From an optimization exercise on the open Yosys and OpenROAD flow, aimed at small area; shortcuts taken in it are not production practice. No functional check of the RTL was part of this run. Power is estimated from default activity; no workload was simulated.

--- flow/config.mk ---
export PLATFORM = sky130hd
export DESIGN_NAME = uart_loopback
export DESIGN_NICKNAME = uart_loopback
export VERILOG_FILES = /design/flow/design.v
export SDC_FILE = /design/flow/constraint.sdc
export NUM_CORES = 4
export LEC_CHECK = 0
export CAP_MARGIN = 20
export CORE_MARGIN = 2
export CORE_UTILIZATION = 40
export SLEW_MARGIN = 20
--- flow/run.sh ---
#!/bin/bash
# synth_recipe.tcl (not shown) runs the flow's synth.tcl, then flattens the netlist and writes it again
# the make line also repeats each setting of config.mk as NAME=value (left out here)
make -C /OpenROAD-flow-scripts/flow DESIGN_CONFIG=/design/flow/config.mk WORK_HOME=/design/flow/orfs CLKGATE_MAP_FILE= SYNTH_SCRIPT=/design/flow/synth_recipe.tcl finish
--- flow/design.v ---
module uart_loopback(
    Clk,
    Rst_n,
    uart_rx,
    uart_tx,
    DIO,
    SRCLK,
    RCLK
);
    input  Clk;
    input  Rst_n;
    input  uart_rx;
    output uart_tx;
    output DIO;
    output SRCLK;
    output RCLK;
    reg s1, s2, r1, r2;
    always @(posedge Clk or negedge Rst_n)
        if (!Rst_n) begin
            s1 <= 1'b0; s2 <= 1'b0; r1 <= 1'b0; r2 <= 1'b0;
        end else begin
            s1 <= uart_rx; s2 <= s1; r1 <= s2; r2 <= r1;
        end
    wire nedge = ~r1 & r2;
    reg       rx_on;       
    reg [4:0] rdiv;        
    reg       rtick;       
    reg [7:0] rcnt;        
    reg [2:0] acc;         
    reg [7:0] rsr;         
    reg       bdone;       
    wire r_is12  = (rcnt == 8'd12);
    wire r_is155 = (rcnt == 8'd155);
    wire r_is159 = (rcnt == 8'd159);
    wire acc_hi  = acc[2] | (acc[1] & acc[0]);    
    always @(posedge Clk or negedge Rst_n)
        if (!Rst_n) begin
            rdiv  <= 5'd0;
            rtick <= 1'b0;
            rcnt  <= 8'd0;
            bdone <= 1'b0;
            rx_on <= 1'b0;
        end else begin
            if (rx_on)
                rdiv <= (rdiv == 5'd26) ? 5'd0 : rdiv + 5'd1;
            else
                rdiv <= 5'd0;
            rtick <= (rdiv == 5'd1);
            if (r_is159 | (r_is12 & acc_hi))
                rcnt <= 8'd0;
            else if (rtick)
                rcnt <= rcnt + 8'd1;
            bdone <= r_is159;
            if (nedge)
                rx_on <= 1'b1;
            else if (bdone | (r_is12 & acc_hi) | (r_is155 & ~acc_hi))
                rx_on <= 1'b0;
        end
    always @(posedge Clk)
        if (rtick) begin
            if (rcnt[3:0] == 4'd0) begin
                acc <= 3'd0;
                rsr <= {acc[2], rsr[7:1]};
            end else if (rcnt[3:0] >= 4'd6 && rcnt[3:0] <= 4'd11)
                acc <= acc + {2'b0, s2};
        end
    localparam W0 = 2'd0, W1 = 2'd1, W2 = 2'd2, W3 = 2'd3;   
    reg [1:0]  wst;
    reg [5:0]  wcnt;       
    reg        wdone;
    reg [31:0] dr;
    reg [31:0] data;       
    reg        to_state;
    reg [13:0] tcnt;
    reg        tflag;
    wire t_full = (tcnt == 14'd15190);
    always @(posedge Clk or negedge Rst_n)
        if (!Rst_n) begin
            to_state <= 1'b0;
            tcnt     <= 14'd0;
            tflag    <= 1'b0;
        end else begin
            if (!uart_rx)
                to_state <= 1'b1;
            else if (bdone)
                to_state <= 1'b0;
            if (to_state) begin
                if (bdone)
                    tcnt <= 14'd0;
                else if (!t_full)
                    tcnt <= tcnt + 14'd1;
            end
            if (t_full)
                tflag <= 1'b1;
            else if (wst == W0 || wst == W3)
                tflag <= 1'b0;
        end
    always @(posedge Clk or negedge Rst_n)
        if (!Rst_n) begin
            wst   <= W0;
            wcnt  <= 6'd0;
            wdone <= 1'b0;
            data  <= 32'd0;
        end else begin
            case (wst)
                W0: begin
                    wdone <= 1'b0;
                    if (bdone) begin
                        wst  <= W1;
                        wcnt <= wcnt + 6'd1;
                    end
                end
                W1:
                    if (tflag) begin
                        wst   <= W0;
                        wdone <= 1'b1;
                    end else if (bdone) begin
                        wst  <= W2;
                        wcnt <= wcnt + 6'd1;
                    end
                W2:
                    if (wcnt[5:2] != 4'd0) begin
                        wst   <= W3;
                        wcnt  <= 6'd0;
                        wdone <= 1'b1;
                    end else
                        wst <= W1;
                W3: begin
                    wst   <= W0;
                    wdone <= 1'b0;
                    data  <= dr;
                end
            endcase
        end
    always @(posedge Clk)
        case (wst)
            W0:      dr <= bdone ? {rsr, dr[31:8]} : 32'd0;
            W1:      if (!tflag && bdone) dr <= {rsr, dr[31:8]};
            W3:      dr <= 32'd0;
            default: ;
        endcase
    reg [3:0]  tslot;
    reg [1:0]  tbyte;
    reg [8:0]  ttim;
    reg [15:0] tcp;        
    wire t_last = (tbyte == 2'd3);
    wire t_end  = (tslot == 4'd14) ? (ttim == 9'd5) :
                  (tslot == 4'd8)  ? (t_last ? (ttim == 9'd435) : (ttim == 9'd441)) :
                                     (ttim == 9'd433);
    always @(posedge Clk or negedge Rst_n)
        if (!Rst_n) begin
            tslot <= 4'd13;
            tbyte <= 2'd0;
            ttim  <= 9'd0;
        end else if (tslot == 4'd13) begin
            ttim  <= 9'd0;
            tbyte <= 2'd0;
            if (wdone)
                tslot <= 4'd14;
        end else if (t_end) begin
            ttim <= 9'd0;
            if (tslot == 4'd8) begin
                tslot <= t_last ? 4'd13 : 4'd15;
                tbyte <= tbyte + 2'd1;
            end else
                tslot <= tslot + 4'd1;
        end else
            ttim <= ttim + 9'd1;
    always @(posedge Clk)
        if (tslot == 4'd14)
            tcp <= data[31:16];
    wire [31:0] tword = {tcp, data[15:0]};
    wire        tbit  = tword[{tbyte, tslot[2:0]}];
    assign uart_tx = ~((tslot == 4'd15) | (~tslot[3] & ~tbit));
    reg [5:0]  c6;         
    reg [11:0] hhi;        
    reg [2:0]  which;
    reg        dio_r, srclk_r;
    wire c_lo15 = (c6[3:0] == 4'd15);
    wire h_wrap = (hhi == 12'd3124);
    always @(posedge Clk or negedge Rst_n)
        if (!Rst_n) begin
            c6    <= 6'd0;
            hhi   <= 12'd0;
            which <= 3'd0;
        end else begin
            c6 <= c6 + 6'd1;
            if (c_lo15) begin
                hhi <= h_wrap ? 12'd0 : hhi + 12'd1;
                if (h_wrap)
                    which <= which + 3'd1;
            end
        end
    wire       just_wrapped = (hhi == 12'd0) && (c6[3:0] == 4'd0);
    wire [2:0] wsel = which - {2'b0, just_wrapped};
    wire [31:0] disp = {data[7:0], data[15:8], data[23:16], data[31:24]};
    wire [3:0]  nib  = disp[{wsel, 2'b00} +: 4];
    reg  [7:0]  seg;
    always @(*)
        case (nib)
            4'd0:  seg = 8'b1100_0000;
            4'd1:  seg = 8'b1111_1001;
            4'd2:  seg = 8'b1010_0100;
            4'd3:  seg = 8'b1011_0000;
            4'd4:  seg = 8'b1001_1001;
            4'd5:  seg = 8'b1001_0010;
            4'd6:  seg = 8'b1000_0010;
            4'd7:  seg = 8'b1111_1000;
            4'd8:  seg = 8'b1000_0000;
            4'd9:  seg = 8'b1001_0000;
            4'd10: seg = 8'b1000_1000;
            4'd11: seg = 8'b1000_0011;
            4'd12: seg = 8'b1100_0110;
            4'd13: seg = 8'b1010_0001;
            4'd14: seg = 8'b1000_0110;
            default: seg = 8'b1000_1110;
        endcase
    wire [2:0] pos = ~c6[4:2];
    wire seg_bit = seg[pos];
    wire sel_bit = (wsel == pos);
    wire dio_d   = c6[5] ? sel_bit : seg_bit;
    always @(posedge Clk or negedge Rst_n)
        if (!Rst_n) begin
            dio_r   <= 1'b0;
            srclk_r <= 1'b0;
        end else begin
            if (!c6[1])
                dio_r <= dio_d;
            srclk_r <= c6[1];
        end
    assign DIO   = dio_r;
    assign SRCLK = srclk_r;
    assign RCLK  = (c6 == 6'd1) | (c6 == 6'd2);
endmodule
--- flow/constraint.sdc ---
create_clock -name core_clock -period 10.0 [get_ports {Clk}]
set_input_delay 2.0000 -clock core_clock [delete_from_list [all_inputs] [get_ports {Clk}]]
set_output_delay 2.0000 -clock core_clock [all_outputs]
set_load 0.01 [all_outputs]
==> impl_metrics.py <==
metrics = {
    "floorplanning": {
        "coreArea_mm2": 0.02089,
        "rows": 53,
        "die_w_um": 149.4,
        "die_area_mm2": 0.02232,
        "ios": 7,
        "start_util": 0.4049,
        "die_h_um": 149.4,
    },
    "synth": {
        "yosys.area.top_type_share": 0.3314,
        "synth_warnings": 1,
        "syn-cell-area_mm2": 0.008458,
        "synth_area_leader_cell": "dfrtp_1",
        "synth-edff-count": 59,
        "seq_area_frac_synth": 0.5501,
        "yosys-top-cells-area": "dfrtp_1 (33%), edfxtp_1 (21%), ha_1 (5.6%)",
        "yosysUniqueCellTypes": 59,
        "syn_inst": 701,
        "syn_nets": 742,
        "async_flop_share": 0.6609,
        "synthFlopType": "dfrtp_1",
        "synth-seq-cells": 174,
        "syn_area_per_cell_um2": 12.07,
    },
    "sta": {
        "rsz0062_at_grt": "false",
        "worst_pin_slew_ns": 0.8827,
        "fmax_mhz": 194.0,
        "setup_viol_count_final": 0,
        "setup_ws_ns": 4.844,
        "fin_crit_ns": 5.156,
        "min_period_over_period": 0.5156,
        "fin_hold_ws_ns": 0.3538,
        "max_slew_margin": 0.4115,
        "finalHoldViolCount": 0,
        "fin_setup_tns_ns": 0,
        "maxSlewViolCount": 0,
        "skew_ns": 0.01314,
    },
    "drt": {
        "viasPerCell": 5.222,
        "via_count": 5180,
        "drtIter0Drc": 260,
        "drt-total-wl_um": 15270,
        "drc": 0,
        "post_drt_wl_per_cell_um": 15.39,
        "dr.pass1.iters": 5,
        "ant_nets": 0,
    },
    "final_layout": {
        "diodes": 0,
        "layout.nets": 745,
        "register_area_mm2": 0.004653,
        "stdcell_area_mm2": 0.009393,
        "syn_to_final_growth_pct": 11.05,
        "drive_above_1_share": 0.1423,
        "mostFrequentLayoutCells": "dfrtp_1 (112), nor2_1 (65), edfxtp_1 (59)",
        "multiInputGateArea_mm2": 0.003595,
        "final_common_cell": "dfrtp_1",
        "n_fill_cell": 1911,
    },
    "clock_network": {
        "clockRootBuffer": "clkbuf_16",
        "insertion_delay_ns": 0.42,
        "clock_sinks": 174,
        "cts-htree-levels": 4,
        "cts_inserted_buffers": 17,
        "cts_tree": "done",
        "cts_resized": 0,
        "cts_setup_buffers": 0,
        "ctsHoldBuffers": 0,
        "clkTransAtPathRegs_ns": 0.07,
        "clock_path_buffers": 2,
    },
    "grt": {
        "grt_pass1_vias": 5263,
        "grt_antenna_before_repair": 0,
        "grt_pass1_wl_um": 26400,
        "grt_max_degree": 69,
        "grt_use_total": 0.1485,
        "overflow": 0,
    },
    "job": {
        "cap_violations": 0,
    },
    "outcome": {
        "outcome": "timing/DRC/antenna clean",
    },
    "critical_path": {
        "end_kind": "output port",
        "cp.arrival_ns": 3.16,
        "required_ns": 8.00,
        "crit_type": "flop to output port",
        "critical_path_peak_fanout": 14,
        "setup.worst_path.start_class": "flop",
    },
    "pwr": {
        "vdd.ir_drop.worst_uv": 108.9,
        "p_per_area_mw_per_mm2": 162.3,
        "p_leak_uw": 0.003962,
    },
    "placed_design": {
        "io_buffer_count": 6,
        "placed_area_mm2": 0.008796,
        "place_congestion": 0.8618,
        "dp_hpwl_um": 10170,
        "pre_cts_ws_ns": 5.273,
    },
    "worst_hold_path": {
        "hold_path.class": "flop to flop",
    },
}
==> worst max-delay path, stage by stage (launching register included) <==
cell and delay [ns]:
dfstp_2 0.75, mux4_2 0.56, mux4_2 0.46, nor2b_1 0.14, a211oi_1 0.27, a31oi_1 0.07, clkdlybuf4s50_1 0.48
==> synth_stat cells, types with 2 or more instances <==
master / count
or2_2: 2
nor3b_1: 10
nor2_1: 65
and2_1: 4
o31ai_1: 4
ha_1: 38
and3_1: 7
nand2_1: 34
dfstp_2: 3
a21oi_1: 14
nor4b_1: 3
buf_2: 5
or4b_2: 2
mux2_2: 37
or3_1: 5
nand4_1: 12
o21ai_0: 25
mux2i_1: 15
o22ai_1: 2
xor2_1: 25
clkbuf_1: 21
nor4_1: 5
nand2b_1: 3
nor3_1: 11
a31oi_1: 5
nor2b_1: 42
nand4b_1: 5
dfrtp_1: 112
nand4bb_1: 2
a311oi_1: 3
edfxtp_1: 59
a211oi_1: 2
a21o_1: 3
inv_1: 27
nand3b_1: 7
nand3_1: 25
xnor2_1: 21
o21a_1: 2
mux4_2: 14
==> state kept, by name, summed over array words and instances, names as in the netlist, 4 cells and up <==
name and flops:
ttim 9, tcnt 14, hhi 12, wcnt 6, rcnt 8, rdiv 5, data 32, rsr 8
tcp 16, c6 6, dr 32, tslot 4
==> final timing paths <==
path / from / end / slack [ns] / depth (start not counted)
setup / recovery: tslot[0]$_DFFE_PN1P_ / uart_tx / 4.84 / 6
hold / removal: s1$_DFF_PN0_ / s2$_DFF_PN0_ / 0.35 / 0
setup reg to reg: c6[2]$_DFF_PN0_ / dio_r$_DFFE_PN0N_ / 5.65 / 12
hold reg to reg: s1$_DFF_PN0_ / s2$_DFF_PN0_ / 0.35 / 0
max in group asynchronous: Rst_n / data[23]$_DFFE_PN0P_ / 7.07 / 2
min in group asynchronous: Rst_n / ttim[7]$_DFF_PN0_ / 1.59 / 1
==> cell families (layout without fill, tap and decap cells) <==
family,count (synthesis),in the layout,synth area share
simple gates,251,251,0.1621
buf+inv,55,71,0.02604
compound gates,70,70,0.05178
xor+xnor,46,46,0.04763
flops,174,174,0.5501
fa+ha+maj,38,38,0.05621
mux,67,67,0.1061
==> cell type report <==
| class | instances | share of cell area |
|---|---|---|
| clock inverter | 10 | 0.01079 |
| multi-input combinational | 472 | 0.3827 |
| timing repair buffer | 12 | 0.01092 |
| clock buffer | 22 | 0.05275 |
| sequential | 174 | 0.4954 |
| inverter | 27 | 0.01079 |
| tap | 275 | 0.03663 |
==> per-layer routing <==
metal,vias up,track usage,part of all wire
li1,2509,-,-
met1,2594,0.1941,0.47
met2,64,0.2472,0.50
met3,13,0.03750,0.024
met4,0,0.03905,0.0076
met5,-,0,0
==> metrics by stage <==
step,cells,power (µW),util
finish,992,1524,0.4497
global route,992,1596,0.4497
CTS,992,1546,0.4497
detailed placement,960,881.3,0.4211
global placement,960,874.7,0.4211
floorplan,701,854.2,-
==> power by group <==
part | switching (µW) | internal [µW] | leakage (µW)
Combinational | 43.6 | 34.7 | 0.00156
Sequential | 29.5 | 758 | 0.00211
Clock | 277 | 381 | 0.000293

-- port drivers added, routing unchanged --
In the flow no input, the clock included, has a driving cell. The finished layout below was timed again as built, in two steps. Step 1, drivers: a clkbuf_16 drives Clk and a buf_2 each remaining input, both assumed. Step 2 moves the port delays by t, midway between the first and last clock arrival at a register: inputs arrive t later, outputs are due t later. That takes back most of the time a late clock gives input paths. Slacks: ideal ports / drivers / drivers and shift; pairs: ideal ports / drivers.
t (ns): 0.462
setup WS [ns]: 4.844 / 4.800 / 5.262
hold slack, ns: 0.354 / 0.354 / 0.354
clock arrival spread, ns: 0.015 / 0.014
After both steps this run still meets setup and hold. The setup slack of this run moves by -0.044 ns with the drivers and by +0.418 ns with both steps.
